Source: an optimization exercise on an open RTL-to-GDS flow (aim: small area, a short achievable clock period and few clock cycles). Production flows keep margins and buffers that such runs may drop. Where RTL was checked, it was by simulation tests only, not by an equivalence proof against the original. Power figures rest on the tool's default switching activity, not on a simulated workload.

==> flow/design.v <==
module reg_file (
	input			clk,
	input			rst,
	input			we,
	input	[2:0]	wa,
	input	[15:0]	wd,
	input	[2:0]	ra1,
	output	[15:0]	rd1,
	input	[2:0]	ra2,
	output	[15:0]	rd2,
	input	[7:1]	s3,
	output	[15:0]	rd3
);
reg [15:0] R [1:7];
wire [15:0] wdz = rst ? 16'd0 : wd;
genvar i;
generate for (i = 1; i < 8; i = i + 1) begin : g
	always @(posedge clk)
		if (rst || (we && wa == i)) R[i] <= wdz;
end endgenerate
wire [7:0] s1 = 8'd1 << ra1;
wire [7:0] s2 = 8'd1 << ra2;
assign rd1 = ({16{s1[1]}} & R[1]) | ({16{s1[2]}} & R[2]) | ({16{s1[3]}} & R[3])
           | ({16{s1[4]}} & R[4]) | ({16{s1[5]}} & R[5]) | ({16{s1[6]}} & R[6])
           | ({16{s1[7]}} & R[7]);
assign rd2 = ({16{s2[1]}} & R[1]) | ({16{s2[2]}} & R[2]) | ({16{s2[3]}} & R[3])
           | ({16{s2[4]}} & R[4]) | ({16{s2[5]}} & R[5]) | ({16{s2[6]}} & R[6])
           | ({16{s2[7]}} & R[7]);
assign rd3 = ({16{s3[1]}} & R[1]) | ({16{s3[2]}} & R[2]) | ({16{s3[3]}} & R[3])
           | ({16{s3[4]}} & R[4]) | ({16{s3[5]}} & R[5]) | ({16{s3[6]}} & R[6])
           | ({16{s3[7]}} & R[7]);
endmodule
module alu (
	input	[15:0]	a,
	input	[15:0]	b,
	input			sub,
	input			s_add,		 
	input			s_and,
	input			s_or,
	input			s_xor,
	input			s_sll,
	input			s_sra,
	input			s_srl,
	output	[15:0]	r
);
wire [15:0] bx = b;
wire [15:0] g0 = a & bx;
wire [15:0] p0 = a ^ bx;
wire [15:0] g [0:4];
wire [15:0] p [0:4];
assign g[0] = {g0[15:1], g0[0] | (p0[0] & sub)};
assign p[0] = p0;
genvar l, i;
generate for (l = 0; l < 4; l = l + 1) begin : lv
	for (i = 0; i < 16; i = i + 1) begin : bt
		if (i >= (1 << l)) begin : c
			assign g[l+1][i] = g[l][i] | (p[l][i] & g[l][i - (1 << l)]);
			assign p[l+1][i] = p[l][i] & p[l][i - (1 << l)];
		end else begin : n
			assign g[l+1][i] = g[l][i];
			assign p[l+1][i] = p[l][i];
		end
	end
end endgenerate
wire [15:0] cin = {g[4][14:0], sub};
wire [15:0] sum = p0 ^ cin;
wire big = |b[15:4];
wire [15:0] ar;
generate for (i = 0; i < 16; i = i + 1) begin : rv
	assign ar[i] = a[15-i];
end endgenerate
wire fill = s_sra & a[15];
wire [15:0] sin = s_sll ? ar : a;
wire signed [16:0] sx = {fill, sin};
wire [16:0] sr = sx >>> b[3:0];
wire [15:0] sh = big ? {16{fill}} : sr[15:0];
wire [15:0] shl;
generate for (i = 0; i < 16; i = i + 1) begin : rv2
	assign shl[i] = sh[15-i];
end endgenerate
assign r = ({16{s_add}} & sum)
         | ({16{s_and}} & (a & b))
         | ({16{s_or}}  & (a | b))
         | ({16{s_xor}} & (a ^ b))
         | ({16{s_sll}} & shl)
         | ({16{s_sra | s_srl}} & sh);
endmodule
module MIPS (
	input				clk,
	input				rst,
	output	[7:0]		imem_addr,
	input		[15:0]	imem_rdata,
	output	[15:0]	dmem_addr,
	output	[15:0]	dmem_wdata,
	output				dmem_we,
	input		[15:0]	dmem_rdata
);
reg  [15:0]	ea;			 
reg  [15:0]	eb;			 
reg			f1, fb;		 
reg  [7:1]	s3;			 
reg			f3, f3l;	 
reg			e_sub, e_add, e_and, e_or, e_xor, e_sll, e_sra, e_srl;
reg			e_st, e_ld, e_wr, e_br;	 
reg  [2:0]	e_rd;
reg  [7:0]	e_tgt;		 
reg  [15:0]	res;
reg  [15:0]	sd;
reg			mwe, wbe, mld;
reg  [2:0]	mrd;
reg  [7:0]	pc;
wire [7:0]	pc1 = pc + 8'd1;
assign imem_addr = pc;
wire [15:0]	ins = imem_rdata;
wire [3:0]	op  = ins[15:12];
wire [2:0]	rd  = ins[11:9];
wire [2:0]	rs1 = ins[8:6];
wire [2:0]	rs2 = ins[5:3];
wire [7:0]	tgt = pc1 + {{2{ins[5]}}, ins[5:0]};
wire d_alu  = (op >= 4'd1) && (op <= 4'd8);
wire d_addi = op == 4'd9;
wire d_ld   = op == 4'd10;
wire d_st   = op == 4'd11;
wire d_br   = op == 4'd12;
wire d_sub  = op == 4'd2;
wire d_imm  = d_addi | d_ld | d_st;
wire d_use1 = d_alu | d_addi | d_ld | d_st | d_br;
wire rd_nz  = rd != 3'd0;
wire d_wr   = (d_alu | d_addi | d_ld) & rd_nz;
wire br0    = d_br & (rs1 == 3'd0);
wire [15:0]	r1, r2, r3;
wire [15:0]	wd = mld ? dmem_rdata : res;
reg_file rf (.clk(clk), .rst(rst), .we(wbe), .wa(mrd), .wd(wd),
	.ra1(rs1), .rd1(r1), .ra2(rs2), .rd2(r2), .s3(s3), .rd3(r3));
wire [15:0]	v1 = (wbe && mrd == rs1) ? wd : r1;
wire [15:0]	v2 = (wbe && mrd == rs2) ? wd : r2;
wire e_fw   = e_wr & !e_ld;
wire m1     = d_use1 && (rs1 == e_rd) && e_wr;
wire m2     = d_alu  && (rs2 == e_rd) && e_wr;
wire m3     = d_st   && (rd  == e_rd) && e_wr;
wire [15:0]	a = f1 ? res : ea;
wire [15:0]	b = fb ? (res ^ {16{e_sub}}) : eb;
wire [15:0]	r;
alu alu_u (.a(a), .b(b), .sub(e_sub), .s_add(e_add), .s_and(e_and), .s_or(e_or),
	.s_xor(e_xor), .s_sll(e_sll), .s_sra(e_sra), .s_srl(e_srl), .r(r));
wire stall = (m1 || m2) && e_ld;
wire taken = e_br && (a == 16'd0);
wire kill  = rst || taken || stall;	 
always @(posedge clk) begin
	if (rst)
		pc <= 8'd0;
	else if (taken)
		pc <= e_tgt;
	else if (!stall)
		pc <= br0 ? tgt : pc1;
end
always @(posedge clk) begin
	if (kill) begin
		e_sub <= 1'b0; e_add <= 1'b0; e_and <= 1'b0; e_or <= 1'b0; e_xor <= 1'b0;
		e_sll <= 1'b0; e_sra <= 1'b0; e_srl <= 1'b0;
		e_st <= 1'b0; e_ld <= 1'b0; e_wr <= 1'b0; e_br <= 1'b0;
	end else begin
		e_sub <= d_sub;
		e_add <= op == 4'd1 || d_sub || d_imm;
		e_and <= op == 4'd3;
		e_or  <= op == 4'd4;
		e_xor <= op == 4'd5;
		e_sll <= op == 4'd6;
		e_sra <= op == 4'd7;
		e_srl <= op == 4'd8;
		e_st  <= d_st;
		e_ld  <= d_ld && rd_nz;
		e_wr  <= d_wr;
		e_br  <= d_br && !br0;
	end
	f1  <= m1 && e_fw;
	fb  <= m2 && e_fw;
	f3  <= m3 && e_fw;
	f3l <= m3 && e_ld;
	s3  <= (d_st && !m3) ? (8'd1 << rd) >> 1 : 7'd0;
	ea  <= v1;
	eb  <= d_imm ? {{10{ins[5]}}, ins[5:0]} : (v2 ^ {16{d_sub}});
	e_rd  <= rd;
	e_tgt <= tgt;
end
always @(posedge clk) begin
	if (rst) begin
		mwe <= 1'b0;
		wbe <= 1'b0;
		mld <= 1'b0;
	end else begin
		mwe <= e_st;
		wbe <= e_wr;
		mld <= e_ld;
	end
	res <= r;
	sd  <= r3 | ({16{f3}} & res) | ({16{f3l}} & dmem_rdata);
	mrd <= e_rd;
end
assign dmem_addr  = res;
assign dmem_wdata = sd;
assign dmem_we    = mwe;
endmodule
==> flow/config.mk <==
export PLATFORM = sky130hd
export DESIGN_NAME = MIPS
export DESIGN_NICKNAME = MIPS
export VERILOG_FILES = /design/flow/design.v
export SDC_FILE = /design/flow/constraint.sdc
export NUM_CORES = 4
export LEC_CHECK = 0
export CAP_MARGIN = 20
export CORE_MARGIN = 2
export CORE_UTILIZATION = 40
export PLACE_DENSITY = 0.6
export SETUP_SLACK_MARGIN = 5
export SLEW_MARGIN = 20
==> flow/constraint.sdc <==
create_clock -name core_clock -period 8.0 [get_ports {clk}]
set_input_delay 1.6000 -clock core_clock [delete_from_list [all_inputs] [get_ports {clk}]]
set_output_delay 1.6000 -clock core_clock [all_outputs]
set_load 0.01 [all_outputs]
standard.sh (not shown) runs the stock make flow with config.mk's settings and CLKGATE_MAP_FILE= SYNTH_SCRIPT=/design/flow/synth_recipe.tcl, a recipe that flattens the netlist after the stock synthesis.
==> flow/flow/run.sh <==
#!/bin/bash
# The standard layout, with plain buffers (not delay cells) on the ports.
set -euo pipefail
bash standard.sh BUFFER_PORTS_ARGS="-buffer_cell sky130_fd_sc_hd__buf_2" finish > standard.log 2>&1
Next try:
ABC_AREA = 1   (was not set)
The new run completed with no timing, DRC or antenna violations.
Sequential power shrinks by a few percent.
Cell count grows by about a fifth.
Cell area shrinks by a little under a tenth.
Global-route usage grows by 0.70 points.
Die area shrinks slightly.
Total power shrinks by a few percent.
Non-clock buffer count shrinks by 49.
Worst hold slack degrades by 79 ps.
No run of this note included a check of the RTL's function; only the layout flow was run.


v6:
MIPS, a different RTL version from the one above (not shown whole).
For scale: roughly 1,700 cells after synthesis, ~210 flip-flops, roughly 75 I/O pins, about 0.012 mm² of cells after synthesis.
==> flow/config.mk <==
export PLATFORM = sky130hd
export DESIGN_NAME = MIPS
export DESIGN_NICKNAME = MIPS
export VERILOG_FILES = /design/flow/design.v
export SDC_FILE = /design/flow/constraint.sdc
export NUM_CORES = 4
export LEC_CHECK = 0
export ABC_AREA = 1
export CAP_MARGIN = 20
export CORE_MARGIN = 2
export CORE_UTILIZATION = 40
export PLACE_DENSITY = 0.6
export SETUP_SLACK_MARGIN = 5
export SLEW_MARGIN = 20
==> flow/constraint.sdc <==
create_clock -name core_clock -period 8.0 [get_ports {clk}]
set_input_delay 1.6000 -clock core_clock [delete_from_list [all_inputs] [get_ports {clk}]]
set_output_delay 1.6000 -clock core_clock [all_outputs]
set_load 0.01 [all_outputs]
Scripts as last shown in full above: flow/flow/run.sh
Testbench counts of v6, summed over its fixed seeds: cycles 58,788.
Input changes introduced in v7 (baseline for comparison: v6):
==> flow/flow/run.sh <==
#!/bin/bash
# The standard layout, with plain buffers (not delay cells) on the ports and
# timing repair aimed at a larger setup margin.
set -euo pipefail
bash standard.sh BUFFER_PORTS_ARGS="-buffer_cell sky130_fd_sc_hd__buf_2" SETUP_SLACK_MARGIN=5.5 finish > standard.log 2>&1
Results
- Compared to v6, the routing of v7 uses more wire.
- [compare] base=v6 new=v7: maximum VDD drop shrank by about 13%, post-route cell area has increased, power shows an increase of 3.7%, routability congestion estimate from global placement lower, number of non-clock inverters shows an increase of 1.
- When v7 is set beside v6, its sequential share of layout area turns out to be 4.2 points smaller.
- Taking v6 as 1.0, v7 lands at 1.12 on standby leakage power.
- Critical path launch point: imem_rdata[14] -> v7, res[5] -> v6


MIPS, a different RTL version from the one above (not shown whole).
Size in the first run: about 200 flip-flops, about 75 I/O pins, roughly 0.012 mm2 of cells after synthesis.
export LEC_CHECK = 0
export ABC_AREA = 1
export CAP_MARGIN = 20
export CORE_MARGIN = 2
export CORE_UTILIZATION = 40
export PLACE_DENSITY = 0.6
export SETUP_SLACK_MARGIN = 5
export SLEW_MARGIN = 20
export TNS_END_PERCENT = 5
create_clock -name core_clock -period 8.0 [get_ports {clk}]
==> flow/flow/run.sh <==
#!/bin/bash
# The standard layout, with plain buffers (not delay cells) on the ports.
set -euo pipefail
bash standard.sh BUFFER_PORTS_ARGS="-buffer_cell sky130_fd_sc_hd__buf_2" finish > standard.log 2>&1
The first run completed with no timing, DRC or antenna violations.
Then changed:
Settings changed: CTS_CLUSTER_DIAMETER set to 100, CTS_CLUSTER_SIZE set to 30, TNS_END_PERCENT 5 to unset.
What happened:
- synthesized area stays the same
- die area stays the same
- routed wire length is lower slightly
Function was not checked in any run of this note: the RTL went through the layout flow alone.


## main
Another version of the RTL of MIPS (not shown whole).
Size: ~1100 cells after synthesis, ~210 flip-flops, ~75 I/O pins, about 12000 um^2 of cells after synthesis.
clock: 8.0 ns
lec_check: 0
cap_margin: 20
core_margin: 2
core_utilization: 40
place_density: 0.6
setup_slack_margin: 4
slew_margin: 20
run.sh (not shown) runs the stock make flow with config.mk's settings and CLKGATE_MAP_FILE= SYNTH_SCRIPT=/design/flow/synth_recipe.tcl, a recipe that flattens the netlist after the stock synthesis.
Stock flow here: none of the scripts above is used.
Testbench counts of main, summed over its fixed seeds: cycles 58,788.
Setup changes, main to the feature branch
Settings: swapping 4 for 5 in SETUP_SLACK_MARGIN.
==> flow/flow/run.sh (new file) <==
#!/bin/bash
# The standard layout, with plain buffers (not delay cells) on the ports.
set -euo pipefail
bash standard.sh BUFFER_PORTS_ARGS="-buffer_cell sky130_fd_sc_hd__buf_2" finish > standard.log 2>&1
==> flow/standard.sh (new file) <==
#!/bin/bash
# synth_recipe.tcl (not shown) runs the flow's synth.tcl, then flattens the netlist and writes it again
# the make line also repeats each setting of config.mk as NAME=value (left out here)
make -C /OpenROAD-flow-scripts/flow DESIGN_CONFIG=/design/flow/config.mk WORK_HOME=/design/flow/orfs CLKGATE_MAP_FILE= SYNTH_SCRIPT=/design/flow/synth_recipe.tcl "${@:-finish}"
removed: flow/run.sh
### Flow results
- Having completed the whole flow, the feature branch delivered a layout that passed the timing, DRC and antenna checks.
- Compared with main, in the feature branch worst hold slack after final layout has increased, critical path buffer and inverter count has increased, count of plain and timing-repair buffers in the layout has increased, global-route usage has increased.


MIPS with an RTL version that a note above also has.
Size in the first run: ~1,600 cells after synthesis, about 200 flip-flops, ~75 I/O pins, roughly 0.012 mm^2 of cells after synthesis.
export LEC_CHECK = 0
export ABC_AREA = 1
export CAP_MARGIN = 20
export CORE_MARGIN = 2
export CORE_UTILIZATION = 40
export PLACE_DENSITY = 0.6
export SETUP_SLACK_MARGIN = 4.5
export SLEW_MARGIN = 20
create_clock -name core_clock -period 8.0 [get_ports {clk}]
standard.sh (not shown) runs the stock make flow with config.mk's settings and CLKGATE_MAP_FILE= SYNTH_SCRIPT=/design/flow/synth_recipe.tcl, a recipe that flattens the netlist after the stock synthesis.
==> flow/flow/run.sh <==
#!/bin/bash
# The standard layout, with plain buffers (not delay cells) on the ports.
set -euo pipefail
bash standard.sh BUFFER_PORTS_ARGS="-buffer_cell sky130_fd_sc_hd__buf_2" finish > standard.log 2>&1
Change:
Settings changed: CTS_BUF_LIST set to sky130_fd_sc_hd__clkbuf_8 sky130_fd_sc_hd__clkbuf_16, SETUP_SLACK_MARGIN 4.5 to 5.
The changed run passed the timing, DRC and antenna checks.
Final area went up by 3.9%.
Via count rose by 0.53%.
Setup slack improves by 0.37 ns.
Sequential cell count stays the same.
No functional check of the RTL was part of any run of this note.


## amber
Another version of the RTL of MIPS (not shown whole).
Size: about 1700 cells after synthesis, ~210 flip-flops, about 12000 sq um of cells after synthesis.
Settings: LEC_CHECK=0, ABC_AREA=1, CAP_MARGIN=20, CORE_MARGIN=2, CORE_UTILIZATION=40, PLACE_DENSITY=0.6, SETUP_SLACK_MARGIN=5, SLEW_MARGIN=20; clock period 8.0 ns.
Scripts as last shown in full above: flow/flow/run.sh
### amber -> xenon
- removing ABC_AREA (formerly 1)
==> comparison <==
- Taking amber as the reference, in xenon count of distinct cell types in the synthesized netlist now larger; power has increased.
- xenon vs amber, destination of the critical timing path: res[14] vs rf.R[7][12]
- xenon: done, clean on timing, DRC and antenna
- Looking at adder and majority cell fraction of the synthesized area, xenon sits 0.63 points above amber.
No functional check of the RTL was part of any run of this note.


== oak ==
MIPS, a different RTL version from the one above (not shown whole).
For scale: roughly 1100 cells after synthesis, roughly 75 I/O pins, about 11000 um2 of cells after synthesis.
clock: 8.0 ns
lec_check: 0
cap_margin: 20
core_margin: 2
core_utilization: 60
place_density: 0.75
setup_slack_margin: 5
slew_margin: 20
Scripts as last shown in full above: flow/flow/run.sh
Testbench counts of oak, summed over its fixed seeds: cycles 58,788.
Setup changes, oak to pine
--- a/flow/config.mk
+++ b/flow/config.mk
@@ -9,4 +9,4 @@
 export CORE_MARGIN = 2
-export CORE_UTILIZATION = 60
-export PLACE_DENSITY = 0.75
+export CORE_UTILIZATION = 40
+export PLACE_DENSITY = 0.6
 export SETUP_SLACK_MARGIN = 5
## What came out
- | total power of the final layout | lower: oak |
- ~same routed wire length in oak and pine
- [diff] detailed placement HPWL, pine relative to oak: regression
- Going from oak to pine, proportion of power drawn by the clock network shows an increase of 1.7 points, worst hold slack shows no meaningful change.
- NOTE: global-route usage in pine falls short of that of oak
- Taking oak as the reference, in pine clock-buffer cell count increased by about 20% relative to the old numbers, number of core rows picked up an extra 12, post-route fraction of the period consumed by the critical path saw an increase, final setup slack of the worst path went down 0.028 ns.

==> separate check: timing with driven ports <==
How much do the figures lean on ideal ports? The routed layouts below were timed once more, with nothing changed but the port constraints. Step 1 (the two cells are an assumption about what drives the block):
set clk [get_ports {clk}]
set_driving_cell -lib_cell sky130_fd_sc_hd__clkbuf_16 $clk
set_driving_cell -lib_cell sky130_fd_sc_hd__buf_2 [delete_from_list [all_inputs] $clk]
Step 2, shift: input delay + t, output delay - t, t = (earliest + latest rising clock arrival at the registers) / 2. This alone moves slack from input paths to output paths. Three values: ideal, step 1, step 2; two values: the first two.
| run | t (ns) | setup slack, ns | hold WS [ns] | clock arrival spread, ns |
|---|---|---|---|---|
| the first run of note 1 | 0.579 | 4.924 / 4.897 / 4.361 | 0.448 / 0.448 / 0.448 | 0.020 / 0.021 |
| the second run of note 1 | 0.603 | 5.034 / 4.992 / 4.463 | 0.369 / 0.369 / 0.369 | 0.038 / 0.038 |
| v6 | 0.597 | 5.046 / 4.993 / 4.585 | 0.406 / 0.406 / 0.406 | 0.025 / 0.025 |
| v7 | 0.582 | 5.193 / 5.188 / 4.606 | 0.408 / 0.408 / 0.408 | 0.018 / 0.018 |
| the first run of note 3 | 0.498 | 4.984 / 4.984 / 4.567 | 0.405 / 0.405 / 0.405 | 0.016 / 0.016 |
| the second run of note 3 | 0.502 | 5.115 / 5.116 / 4.642 | 0.400 / 0.400 / 0.400 | 0.026 / 0.026 |
| main | 0.564 | 4.112 / 4.112 / 3.604 | 0.455 / 0.455 / 0.455 | 0.018 / 0.019 |
| the feature branch | 0.566 | 4.568 / 4.568 / 4.487 | 0.463 / 0.463 / 0.463 | 0.015 / 0.015 |
| the first run of note 5 | 0.503 | 4.747 / 4.747 / 4.433 | 0.410 / 0.410 / 0.410 | 0.017 / 0.016 |
| the second run of note 5 | 0.502 | 5.115 / 5.116 / 4.642 | 0.400 / 0.400 / 0.400 | 0.026 / 0.026 |
| amber | 0.581 | 5.059 / 5.071 / 4.514 | 0.416 / 0.416 / 0.416 | 0.019 / 0.019 |
| xenon | 0.553 | 4.317 / 4.317 / 4.317 | 0.407 / 0.407 / 0.407 | 0.019 / 0.020 |
| oak | 0.584 | 4.575 / 4.575 / 4.232 | 0.341 / 0.341 / 0.341 | 0.014 / 0.014 |
| pine | 0.589 | 4.547 / 4.547 / 4.243 | 0.341 / 0.341 / 0.341 | 0.014 / 0.014 |
After both steps setup and hold are still met in every run listed. For v7, which loses most, drivers alone change the setup slack by -0.005 ns; drivers and shift together by -0.587 ns.
